From an optimization exercise on the open Yosys and OpenROAD flow, aimed at small area and a short achievable clock period; shortcuts taken in it are not production practice.
At most, simulation tests tie the RTL to the original design; equivalence was not proved.
No driver is modelled on the clock port, so clock power and skew are understated where the tree is cut down; a real chip needs a root buffer or a tree.
Power is estimated from default activity; no workload was simulated.

## lane 1
==> flow/design.v <==
module syc_FIFO #(
    parameter DATA_WIDTH = 32,
    parameter DEPTH      = 16
)(
    input                       wr_en,
    input                       rd_en,
    input      [DATA_WIDTH-1:0] wr_data,
    input                       clk,
    input                       rstb,
    output reg [DATA_WIDTH-1:0] rd_data,
    output reg                  full,
    output wire                 empty
);
    localparam J = DEPTH / 2;
    reg [DATA_WIDTH-1:0] memory [DEPTH-1:0];
    reg [DEPTH-1:0]      wr_sel, rd_sel;
    reg [J-1:0]          fill;
    reg                  not_empty;
    assign empty = ~not_empty;
    wire wr = wr_en & ~full;
    wire rd = rd_en & not_empty;
    wire one_word = fill[0] & ~fill[1];           
    wire one_free = fill[J-1] & ~fill[J-2];       
    wire up   = wr & ~rd;                         
    wire down = rd & ~wr;                         
    wire wr_load = full & rd_en;
    wire wr_step = wr_en & ~full & (rd_en | ~one_free);
    wire wr_hold = full ? ~rd_en : ~wr_en;
    wire rd_load = ~not_empty;
    wire rd_step = not_empty & rd_en;
    wire rd_hold = not_empty & ~rd_en;
    wire [DEPTH-1:0] wr_sel_next = ({DEPTH{wr_load}} & rd_sel)
                                 | ({DEPTH{wr_step}} & {wr_sel[DEPTH-2:0], wr_sel[DEPTH-1]})
                                 | ({DEPTH{wr_hold}} & wr_sel);
    wire [DEPTH-1:0] rd_sel_next = ({DEPTH{rd_load}} & wr_sel)
                                 | ({DEPTH{rd_step}} & {rd_sel[DEPTH-2:0], rd_sel[DEPTH-1]})
                                 | ({DEPTH{rd_hold}} & rd_sel);
    integer i;
    always @(posedge clk)
        for (i = 0; i < DEPTH; i = i + 1)
            if (wr_en & wr_sel[i]) memory[i] <= wr_data;
    reg [DATA_WIDTH-1:0] rd_word;
    always @* begin
        rd_word = {DATA_WIDTH{1'b0}};
        for (i = 0; i < DEPTH; i = i + 1)
            rd_word = rd_word | (memory[i] & {DATA_WIDTH{rd_sel[i]}});
    end
    always @(posedge clk)
        rd_sel <= rd_sel_next;
    always @(posedge clk or negedge rstb) begin
        if (!rstb) begin
            wr_sel    <= 1;
            fill      <= 0;
            rd_data   <= 0;
            full      <= 1'b0;
            not_empty <= 1'b0;
        end else begin
            if (rd) rd_data <= rd_word;
            wr_sel <= wr_sel_next;
            full      <= full ? ~rd_en : (wr_en & ~rd_en & one_free);
            not_empty <= not_empty ? ~(rd_en & ~wr_en & one_word) : wr_en;
            if (up)
                fill <= {fill[J-2:0], ~fill[J-1]};
            else if (down)
                fill <= {~fill[0], fill[J-1:1]};
        end
    end
endmodule
==> flow/config.mk <==
export PLATFORM = sky130hd
export DESIGN_NAME = syc_FIFO
export DESIGN_NICKNAME = syc_FIFO
export VERILOG_FILES = /design/flow/design.v
export SDC_FILE = /design/flow/constraint.sdc
export NUM_CORES = 4
export LEC_CHECK = 0
export CAP_MARGIN = 20
export CORE_MARGIN = 2
export CORE_UTILIZATION = 40
export SETUP_SLACK_MARGIN = 1.35
export SLEW_MARGIN = 20
==> flow/constraint.sdc <==
create_clock -name core_clock -period 3.0 [get_ports {clk}]
set_input_delay 0.6000 -clock core_clock [delete_from_list [all_inputs] [get_ports {clk}]]
set_output_delay 0.6000 -clock core_clock [all_outputs]
set_load 0.01 [all_outputs]
standard.sh (not shown) runs the stock make flow with config.mk's settings and CLKGATE_MAP_FILE= SYNTH_SCRIPT=/design/flow/synth_recipe.tcl, a recipe that flattens the netlist after the stock synthesis.
==> flow/flow/run.sh <==
#!/bin/bash
# Standard ORFS layout (the standard.sh, synthesis unchanged) with:
#  - port buffers of a plain buffer cell instead of the one buffer_ports picks;
#  - a hand-built two-level clock tree (flow/pre_cts.tcl, flow/mancts.tcl)
#    in place of TritonCTS's three-level one;
#  - gate sizing not held to cells of the same footprint.
set -uo pipefail
here=$(pwd)
bash standard.sh \
  BUFFER_PORTS_ARGS="-buffer_cell sky130_fd_sc_hd__buf_2" \
  PRE_CTS_TCL="$here/flow/pre_cts.tcl" \
  MATCH_CELL_FOOTPRINT=0 \
  finish > flow_make.log 2>&1
Other scripts of this flow, unchanged in this note and not shown: flow/flow/mancts.tcl, flow/flow/pre_cts.tcl
[inputs] lane 4 vs lane 1
==> flow/design.v <==
module syc_FIFO #(
    parameter DATA_WIDTH = 32,
    parameter DEPTH      = 16
)(
    input                       wr_en,
    input                       rd_en,
    input      [DATA_WIDTH-1:0] wr_data,
    input                       clk,
    input                       rstb,
    output reg [DATA_WIDTH-1:0] rd_data,
    output reg                  full,
    output wire                 empty
);
    localparam J = DEPTH / 2;
    reg [DATA_WIDTH-1:0] memory [DEPTH-1:0];
    reg [DEPTH-1:0]      wr_sel, rd_sel;
    reg [DEPTH-1:0]      rd_mux_lo, rd_mux_hi;
    reg [J-1:0]          fill;
    reg                  not_empty;
    assign empty = ~not_empty;
    wire wr = wr_en & ~full;
    wire rd = rd_en & not_empty;
    wire one_word = fill[0] & ~fill[1];           
    wire one_free = fill[J-1] & ~fill[J-2];       
    wire up   = wr & ~rd;                         
    wire down = rd & ~wr;                         
    wire wr_load = full & rd_en;
    wire wr_step = wr_en & ~full & (rd_en | ~one_free);
    wire wr_hold = full ? ~rd_en : ~wr_en;
    wire rd_load = ~not_empty & wr_en;
    wire rd_step = rd_en & not_empty & (wr_en | ~one_word);
    wire rd_hold = not_empty ? ~rd_en : ~wr_en;
    wire [DEPTH-1:0] wr_sel_next = ({DEPTH{wr_load}} & rd_sel)
                                 | ({DEPTH{wr_step}} & {wr_sel[DEPTH-2:0], wr_sel[DEPTH-1]})
                                 | ({DEPTH{wr_hold}} & wr_sel);
    wire [DEPTH-1:0] rd_sel_next = ({DEPTH{rd_load}} & wr_sel)
                                 | ({DEPTH{rd_step}} & {rd_sel[DEPTH-2:0], rd_sel[DEPTH-1]})
                                 | ({DEPTH{rd_hold}} & rd_sel);
    integer i;
    always @(posedge clk)
        for (i = 0; i < DEPTH; i = i + 1)
            if (wr_en & wr_sel[i]) memory[i] <= wr_data;
    localparam LO = DATA_WIDTH / 2;
    reg [DATA_WIDTH-1:0] rd_word;
    always @* begin
        rd_word = {DATA_WIDTH{1'b0}};
        for (i = 0; i < DEPTH; i = i + 1)
            rd_word = rd_word | (memory[i] & {{(DATA_WIDTH-LO){rd_mux_hi[i]}}, {LO{rd_mux_lo[i]}}});
    end
    always @(posedge clk) begin
        rd_mux_lo <= rd_sel_next;
        rd_mux_hi <= rd_sel_next;
    end
    always @(posedge clk or negedge rstb) begin
        if (!rstb) begin
            wr_sel    <= 1;
            rd_sel    <= 0;
            fill      <= 0;
            rd_data   <= 0;
            full      <= 1'b0;
            not_empty <= 1'b0;
        end else begin
            if (rd) rd_data <= rd_word;
            wr_sel <= wr_sel_next;
            rd_sel <= rd_sel_next;
            full      <= full ? ~rd_en : (wr_en & ~rd_en & one_free);
            not_empty <= not_empty ? ~(rd_en & ~wr_en & one_word) : wr_en;
            if (up)
                fill <= {fill[J-2:0], ~fill[J-1]};
            else if (down)
                fill <= {~fill[0], fill[J-1:1]};
        end
    end
endmodule
--- outcome ---
Lane 4 reached the final stage; the timing, DRC and antenna checks on its layout passed. Taking lane 1 as the reference, in lane 4 insertion delay of the later-clocked pin in the worst-skew pair roughly the same; remaining global-route overflow roughly the same; global-route usage lower; final core area utilization higher; portion of total power attributed to the clock network higher. Power: lane 4 draws less than lane 1.
Function not checked in lane 1: the RTL went through the layout flow alone. No run of this note takes its clock network from TritonCTS; it comes from the design's own scripts or RTL.

* * *

Setup of v6:
syc_FIFO, a different RTL version from the one above (not shown whole).
Size in the first run: ~1100 cells after synthesis, about 600 flip-flops, roughly 70 I/O pins.
==> module syc_FIFO, before the edit <==
module syc_FIFO #(
    parameter DATA_WIDTH = 32,
    parameter DEPTH      = 16
)(
    input                       wr_en,
    input                       rd_en,
    input      [DATA_WIDTH-1:0] wr_data,
    input                       clk,
    input                       rstb,
    output reg [DATA_WIDTH-1:0] rd_data,
    output reg                  full,
    output wire                 empty
);
    localparam ADDR_WIDTH = $clog2(DEPTH);
    reg [DATA_WIDTH-1:0] memory [DEPTH-1:0];
    reg [DEPTH-1:0]      wr_sel, rd_sel;
    reg [DEPTH-1:0]      rd_mux_lo, rd_mux_hi;
    reg [ADDR_WIDTH-1:0] fill;
    reg                  not_empty;
    assign empty = ~not_empty;
    wire wr = wr_en & ~full;
    wire rd = rd_en & not_empty;
    wire one_word = (fill == 1);
    wire one_free = (fill == DEPTH - 1);
    wire up   = wr & ~rd;                         
    wire down = rd & ~wr;                         
    wire wr_load = full & rd_en;
    wire wr_step = wr_en & ~full & (rd_en | ~one_free);
    wire wr_hold = full ? ~rd_en : ~wr_en;
    wire rd_load = ~not_empty & wr_en;
    wire rd_step = rd_en & not_empty & (wr_en | ~one_word);
    wire rd_hold = not_empty ? ~rd_en : ~wr_en;
    wire [DEPTH-1:0] wr_sel_next = ({DEPTH{wr_load}} & rd_sel)
                                 | ({DEPTH{wr_step}} & {wr_sel[DEPTH-2:0], wr_sel[DEPTH-1]})
                                 | ({DEPTH{wr_hold}} & wr_sel);
    wire [DEPTH-1:0] rd_sel_next = ({DEPTH{rd_load}} & wr_sel)
                                 | ({DEPTH{rd_step}} & {rd_sel[DEPTH-2:0], rd_sel[DEPTH-1]})
                                 | ({DEPTH{rd_hold}} & rd_sel);
    integer i;
    always @(posedge clk)
        for (i = 0; i < DEPTH; i = i + 1)
            if (wr_en & wr_sel[i]) memory[i] <= wr_data;
    localparam LO = DATA_WIDTH / 2;
    reg [DATA_WIDTH-1:0] rd_word;
    always @* begin
        rd_word = {DATA_WIDTH{1'b0}};
        for (i = 0; i < DEPTH; i = i + 1)
            rd_word = rd_word | (memory[i] & {{(DATA_WIDTH-LO){rd_mux_hi[i]}}, {LO{rd_mux_lo[i]}}});
    end
    always @(posedge clk) begin
        rd_mux_lo <= rd_sel_next;
        rd_mux_hi <= rd_sel_next;
    end
    always @(posedge clk or negedge rstb) begin
        if (!rstb) begin
            wr_sel    <= 1;
            rd_sel    <= 0;
            fill      <= 0;
            rd_data   <= 0;
            full      <= 1'b0;
            not_empty <= 1'b0;
        end else begin
            if (rd) rd_data <= rd_word;
            wr_sel <= wr_sel_next;
            rd_sel <= rd_sel_next;
            full      <= full ? ~rd_en : (wr_en & ~rd_en & one_free);
            not_empty <= not_empty ? ~(rd_en & ~wr_en & one_word) : wr_en;
            if (up)
                fill <= fill + 1'b1;
            else if (down)
                fill <= fill - 1'b1;
        end
    end
endmodule
export LEC_CHECK = 0
export CAP_MARGIN = 20
export CORE_MARGIN = 2
export CORE_UTILIZATION = 40
export SETUP_SLACK_MARGIN = 1.4
export SLEW_MARGIN = 20
create_clock -name core_clock -period 3.0 [get_ports {clk}]
Scripts as last shown in full above: flow/flow/run.sh
Other scripts of this flow, unchanged in this note and not shown: flow/flow/mancts.tcl, flow/flow/pre_cts.tcl
## Diff of input files: v7 against v6
==> flow/design.v <==
module syc_FIFO #(
    parameter DATA_WIDTH = 32,
    parameter DEPTH      = 16
)(
    input                       wr_en,
    input                       rd_en,
    input      [DATA_WIDTH-1:0] wr_data,
    input                       clk,
    input                       rstb,
    output reg [DATA_WIDTH-1:0] rd_data,
    output reg                  full,
    output wire                 empty
);
    localparam ADDR_WIDTH = $clog2(DEPTH);
    reg [DATA_WIDTH-1:0] memory [DEPTH-1:0];
    reg [DEPTH-1:0]      wr_sel, rd_sel;
    reg [ADDR_WIDTH-1:0] fill;
    reg                  not_empty;
    assign empty = ~not_empty;
    wire wr = wr_en & ~full;
    wire rd = rd_en & not_empty;
    wire one_word = (fill == 1);
    wire one_free = (fill == DEPTH - 1);
    wire up   = wr & ~rd;                         
    wire down = rd & ~wr;                         
    wire wr_load = full & rd_en;
    wire wr_step = wr_en & ~full & (rd_en | ~one_free);
    wire wr_hold = full ? ~rd_en : ~wr_en;
    wire rd_load = ~not_empty;
    wire rd_step = not_empty & rd_en;
    wire rd_hold = not_empty & ~rd_en;
    wire [DEPTH-1:0] wr_sel_next = ({DEPTH{wr_load}} & rd_sel)
                                 | ({DEPTH{wr_step}} & {wr_sel[DEPTH-2:0], wr_sel[DEPTH-1]})
                                 | ({DEPTH{wr_hold}} & wr_sel);
    wire [DEPTH-1:0] rd_sel_next = ({DEPTH{rd_load}} & wr_sel)
                                 | ({DEPTH{rd_step}} & {rd_sel[DEPTH-2:0], rd_sel[DEPTH-1]})
                                 | ({DEPTH{rd_hold}} & rd_sel);
    integer i;
    always @(posedge clk)
        for (i = 0; i < DEPTH; i = i + 1)
            if (wr_en & wr_sel[i]) memory[i] <= wr_data;
    reg [DATA_WIDTH-1:0] rd_word;
    always @* begin
        rd_word = {DATA_WIDTH{1'b0}};
        for (i = 0; i < DEPTH; i = i + 1)
            rd_word = rd_word | (memory[i] & {DATA_WIDTH{rd_sel[i]}});
    end
    always @(posedge clk)
        rd_sel <= rd_sel_next;
    always @(posedge clk or negedge rstb) begin
        if (!rstb) begin
            wr_sel    <= 1;
            fill      <= 0;
            rd_data   <= 0;
            full      <= 1'b0;
            not_empty <= 1'b0;
        end else begin
            if (rd) rd_data <= rd_word;
            wr_sel <= wr_sel_next;
            full      <= full ? ~rd_en : (wr_en & ~rd_en & one_free);
            not_empty <= not_empty ? ~(rd_en & ~wr_en & one_word) : wr_en;
            if (up)
                fill <= fill + 1'b1;
            else if (down)
                fill <= fill - 1'b1;
        end
    end
endmodule
==> comparison <==
v7: PASS, flow complete, no timing, DRC or antenna violations
Fraction of met3 tracks used by global routing delta for v7 relative to v6: 0.28 points lower
Relative to v6, worst clock skew has increased by 0.0082 ns in v7.
Multiplexer fraction of the synthesized cell area ends up higher on v7.
Of v7 and v6, the lower biggest fanout along the worst timing path belongs to v7.
In the metrics for v7 and v6, the one carrying the higher final design utilization is v6.
Looking at combinational fraction of design power, v7 sits 20 points above v6.
Compared with v6, v7 shows a final period demand of the worst path that is 0.012 ns lower.
| clock latency at the later pin of the worst-skew pair | v7 vs v6 | ≈ equal |
No functional check of the RTL was part of v6. No run of this note takes its clock network from TritonCTS; it comes from the design's own scripts or RTL.

* * *

Setup of cedar:
syc_FIFO, a different RTL version from the one above (not shown whole).
Size in the first run: ~1200 cells after synthesis, ~600 flip-flops, about 70 I/O pins, about 22000 um^2 of cells after synthesis.
==> module syc_FIFO, before the edit <==
module syc_FIFO #(
    parameter DATA_WIDTH = 32,
    parameter DEPTH      = 16
)(
    input                       wr_en,
    input                       rd_en,
    input      [DATA_WIDTH-1:0] wr_data,
    input                       clk,
    input                       rstb,
    output reg [DATA_WIDTH-1:0] rd_data,
    output reg                  full,
    output wire                 empty
);
    localparam J = DEPTH / 2;
    reg [DATA_WIDTH-1:0] memory [DEPTH-1:0];
    reg [DEPTH-1:0]      wr_sel, rd_sel;
    reg [DEPTH-1:0]      rd_sel_hi;          
    reg [J-1:0]          fill;
    reg                  not_empty;
    assign empty = ~not_empty;
    wire wr = wr_en & ~full;
    wire rd = rd_en & not_empty;
    wire one_word = fill[0] & ~fill[1];           
    wire one_free = fill[J-1] & ~fill[J-2];       
    wire up   = wr & ~rd;                         
    wire down = rd & ~wr;                         
    wire wr_load = full & rd_en;
    wire wr_step = wr & ~(up & one_free);
    wire wr_hold = ~wr_load & ~wr;
    wire rd_load = ~not_empty & wr_en;
    wire rd_step = rd & ~(down & one_word);
    wire rd_hold = ~rd_load & ~rd;
    wire [DEPTH-1:0] wr_sel_next = ({DEPTH{wr_load}} & rd_sel)
                                 | ({DEPTH{wr_step}} & {wr_sel[DEPTH-2:0], wr_sel[DEPTH-1]})
                                 | ({DEPTH{wr_hold}} & wr_sel);
    wire [DEPTH-1:0] rd_sel_next = ({DEPTH{rd_load}} & wr_sel)
                                 | ({DEPTH{rd_step}} & {rd_sel[DEPTH-2:0], rd_sel[DEPTH-1]})
                                 | ({DEPTH{rd_hold}} & rd_sel);
    wire [DEPTH-1:0] rd_sel_hi_next = ({DEPTH{rd_load}} & wr_sel)
                                    | ({DEPTH{rd_step}} & {rd_sel_hi[DEPTH-2:0], rd_sel_hi[DEPTH-1]})
                                    | ({DEPTH{rd_hold}} & rd_sel_hi);
    integer i;
    always @(posedge clk)
        for (i = 0; i < DEPTH; i = i + 1)
            if (wr_en & wr_sel[i]) memory[i] <= wr_data;
    localparam LO = DATA_WIDTH / 2;
    reg [DATA_WIDTH-1:0] rd_word;
    always @* begin
        rd_word = {DATA_WIDTH{1'b0}};
        for (i = 0; i < DEPTH; i = i + 1)
            rd_word = rd_word | (memory[i] & {{(DATA_WIDTH-LO){rd_sel_hi[i]}}, {LO{rd_sel[i]}}});
    end
    always @(posedge clk or negedge rstb) begin
        if (!rstb) begin
            wr_sel    <= 1;
            rd_sel    <= 0;
            rd_sel_hi <= 0;
            fill      <= 0;
            rd_data   <= 0;
            full      <= 1'b0;
            not_empty <= 1'b0;
        end else begin
            if (rd) rd_data <= rd_word;
            wr_sel <= wr_sel_next;
            rd_sel <= rd_sel_next;
            rd_sel_hi <= rd_sel_hi_next;
            if (up) begin
                fill      <= {fill[J-2:0], ~fill[J-1]};
                not_empty <= 1'b1;
                full      <= one_free;
            end else if (down) begin
                fill      <= {~fill[0], fill[J-1:1]};
                full      <= 1'b0;
                not_empty <= ~one_word;
            end
        end
    end
endmodule
Settings: LEC_CHECK=0, CAP_MARGIN=20, CORE_MARGIN=2, CORE_UTILIZATION=40, SETUP_SLACK_MARGIN=1.35, SLEW_MARGIN=20; clock period 3.0 ns.
==> flow/flow/run.sh <==
#!/bin/bash
# Standard ORFS layout (the standard.sh, synthesis unchanged) with:
#  - port buffers of a plain buffer cell instead of the one buffer_ports picks;
#  - a hand-built two-level clock tree (flow/pre_cts.tcl, flow/mancts.tcl)
#    in place of TritonCTS's three-level one.
set -uo pipefail
here=$(pwd)
bash standard.sh \
  BUFFER_PORTS_ARGS="-buffer_cell sky130_fd_sc_hd__buf_4" \
  PRE_CTS_TCL="$here/flow/pre_cts.tcl" \
  finish > flow_make.log 2>&1
Other scripts of this flow, unchanged in this note and not shown: flow/flow/mancts.tcl, flow/flow/pre_cts.tcl
The following lists how quartz was set up differently from cedar:
==> flow/design.v <==
module syc_FIFO #(
    parameter DATA_WIDTH = 32,
    parameter DEPTH      = 16
)(
    input                       wr_en,
    input                       rd_en,
    input      [DATA_WIDTH-1:0] wr_data,
    input                       clk,
    input                       rstb,
    output reg [DATA_WIDTH-1:0] rd_data,
    output reg                  full,
    output wire                 empty
);
    localparam J = DEPTH / 2;
    reg [DATA_WIDTH-1:0] memory [DEPTH-1:0];
    reg [DEPTH-1:0]      wr_sel, rd_sel;
    reg [DEPTH-1:0]      rd_mux_lo, rd_mux_hi;
    reg [J-1:0]          fill;
    reg                  not_empty;
    assign empty = ~not_empty;
    wire wr = wr_en & ~full;
    wire rd = rd_en & not_empty;
    wire one_word = fill[0] & ~fill[1];           
    wire one_free = fill[J-1] & ~fill[J-2];       
    wire up   = wr & ~rd;                         
    wire down = rd & ~wr;                         
    wire wr_load = full & rd_en;
    wire wr_step = wr_en & ~full & (rd_en | ~one_free);
    wire wr_hold = full ? ~rd_en : ~wr_en;
    wire rd_load = ~not_empty & wr_en;
    wire rd_step = rd_en & not_empty & (wr_en | ~one_word);
    wire rd_hold = not_empty ? ~rd_en : ~wr_en;
    wire [DEPTH-1:0] wr_sel_next = ({DEPTH{wr_load}} & rd_sel)
                                 | ({DEPTH{wr_step}} & {wr_sel[DEPTH-2:0], wr_sel[DEPTH-1]})
                                 | ({DEPTH{wr_hold}} & wr_sel);
    wire [DEPTH-1:0] rd_sel_next = ({DEPTH{rd_load}} & wr_sel)
                                 | ({DEPTH{rd_step}} & {rd_sel[DEPTH-2:0], rd_sel[DEPTH-1]})
                                 | ({DEPTH{rd_hold}} & rd_sel);
    integer i;
    always @(posedge clk)
        for (i = 0; i < DEPTH; i = i + 1)
            if (wr_en & wr_sel[i]) memory[i] <= wr_data;
    localparam LO = DATA_WIDTH / 2;
    reg [DATA_WIDTH-1:0] rd_word;
    always @* begin
        rd_word = {DATA_WIDTH{1'b0}};
        for (i = 0; i < DEPTH; i = i + 1)
            rd_word = rd_word | (memory[i] & {{(DATA_WIDTH-LO){rd_mux_hi[i]}}, {LO{rd_mux_lo[i]}}});
    end
    always @(posedge clk) begin
        rd_mux_lo <= rd_sel_next;
        rd_mux_hi <= rd_sel_next;
    end
    always @(posedge clk or negedge rstb) begin
        if (!rstb) begin
            wr_sel    <= 1;
            rd_sel    <= 0;
            fill      <= 0;
            rd_data   <= 0;
            full      <= 1'b0;
            not_empty <= 1'b0;
        end else begin
            if (rd) rd_data <= rd_word;
            wr_sel <= wr_sel_next;
            rd_sel <= rd_sel_next;
            full      <= full ? ~rd_en : (wr_en & ~rd_en & one_free);
            not_empty <= not_empty ? ~(rd_en & ~wr_en & one_word) : wr_en;
            if (up)
                fill <= {fill[J-2:0], ~fill[J-1]};
            else if (down)
                fill <= {~fill[0], fill[J-1:1]};
        end
    end
endmodule
- Relative to cedar, the mean instance size in the synthesized netlist measured on quartz has increased slightly.
- quartz against cedar: routed via count lower; fraction of met3 tracks used by global routing picked up an extra 0.31 points; share of the clock period used by the worst path after layout now smaller.
- Number of distinct library cell variants in the gate-level netlist after synthesis came out exactly the same in cedar and quartz.
- In the flow results for cedar and quartz, the complex-gate fraction of the synthesized area is larger on cedar.
- Comparing cedar and quartz, the lower via count of the first global-routing pass was measured on quartz.
- Sort cedar and quartz by total length of routed wires, ascending, and quartz comes first.
- quartz against cedar: share of power burned in the clock network picked up an extra 2.6 points; worst setup slack picked up an extra 0.041 ns; area after synthesis lost 1.8%.
No run of this note takes its clock network from TritonCTS; it comes from the design's own scripts or RTL.

[re-timing with driven ports]
The flow's constraints put no driver on any port. The routed layouts listed below were extracted and timed again, unchanged, in two steps. Step 1, drivers: a clkbuf_16 drives clk and a buf_2 each remaining input, both assumed. Step 2 also shifts input and output timing later by t, the mid clock arrival at the registers, as if the neighbouring blocks saw the same clock. a / b / c = no drivers / after step 1 / after step 2; a / b = the first two.
run	t, ns	setup WS [ns]	pins driven straight from the clock port
lane 1	0.464	1.345 / 1.266 / 0.947	4
lane 4	0.477	1.372 / 1.269 / 1.052	4
v6	0.472	1.376 / 1.255 / 1.061	4
v7	0.458	1.388 / 1.284 / 1.031	4
cedar	0.465	1.325 / 1.290 / 1.006	4
quartz	0.478	1.366 / 1.279 / 1.013	4
After both steps setup and hold are still met in every run listed. The setup slack of lane 1, which loses most, moves by -0.079 ns with the drivers and by -0.398 ns with both steps.
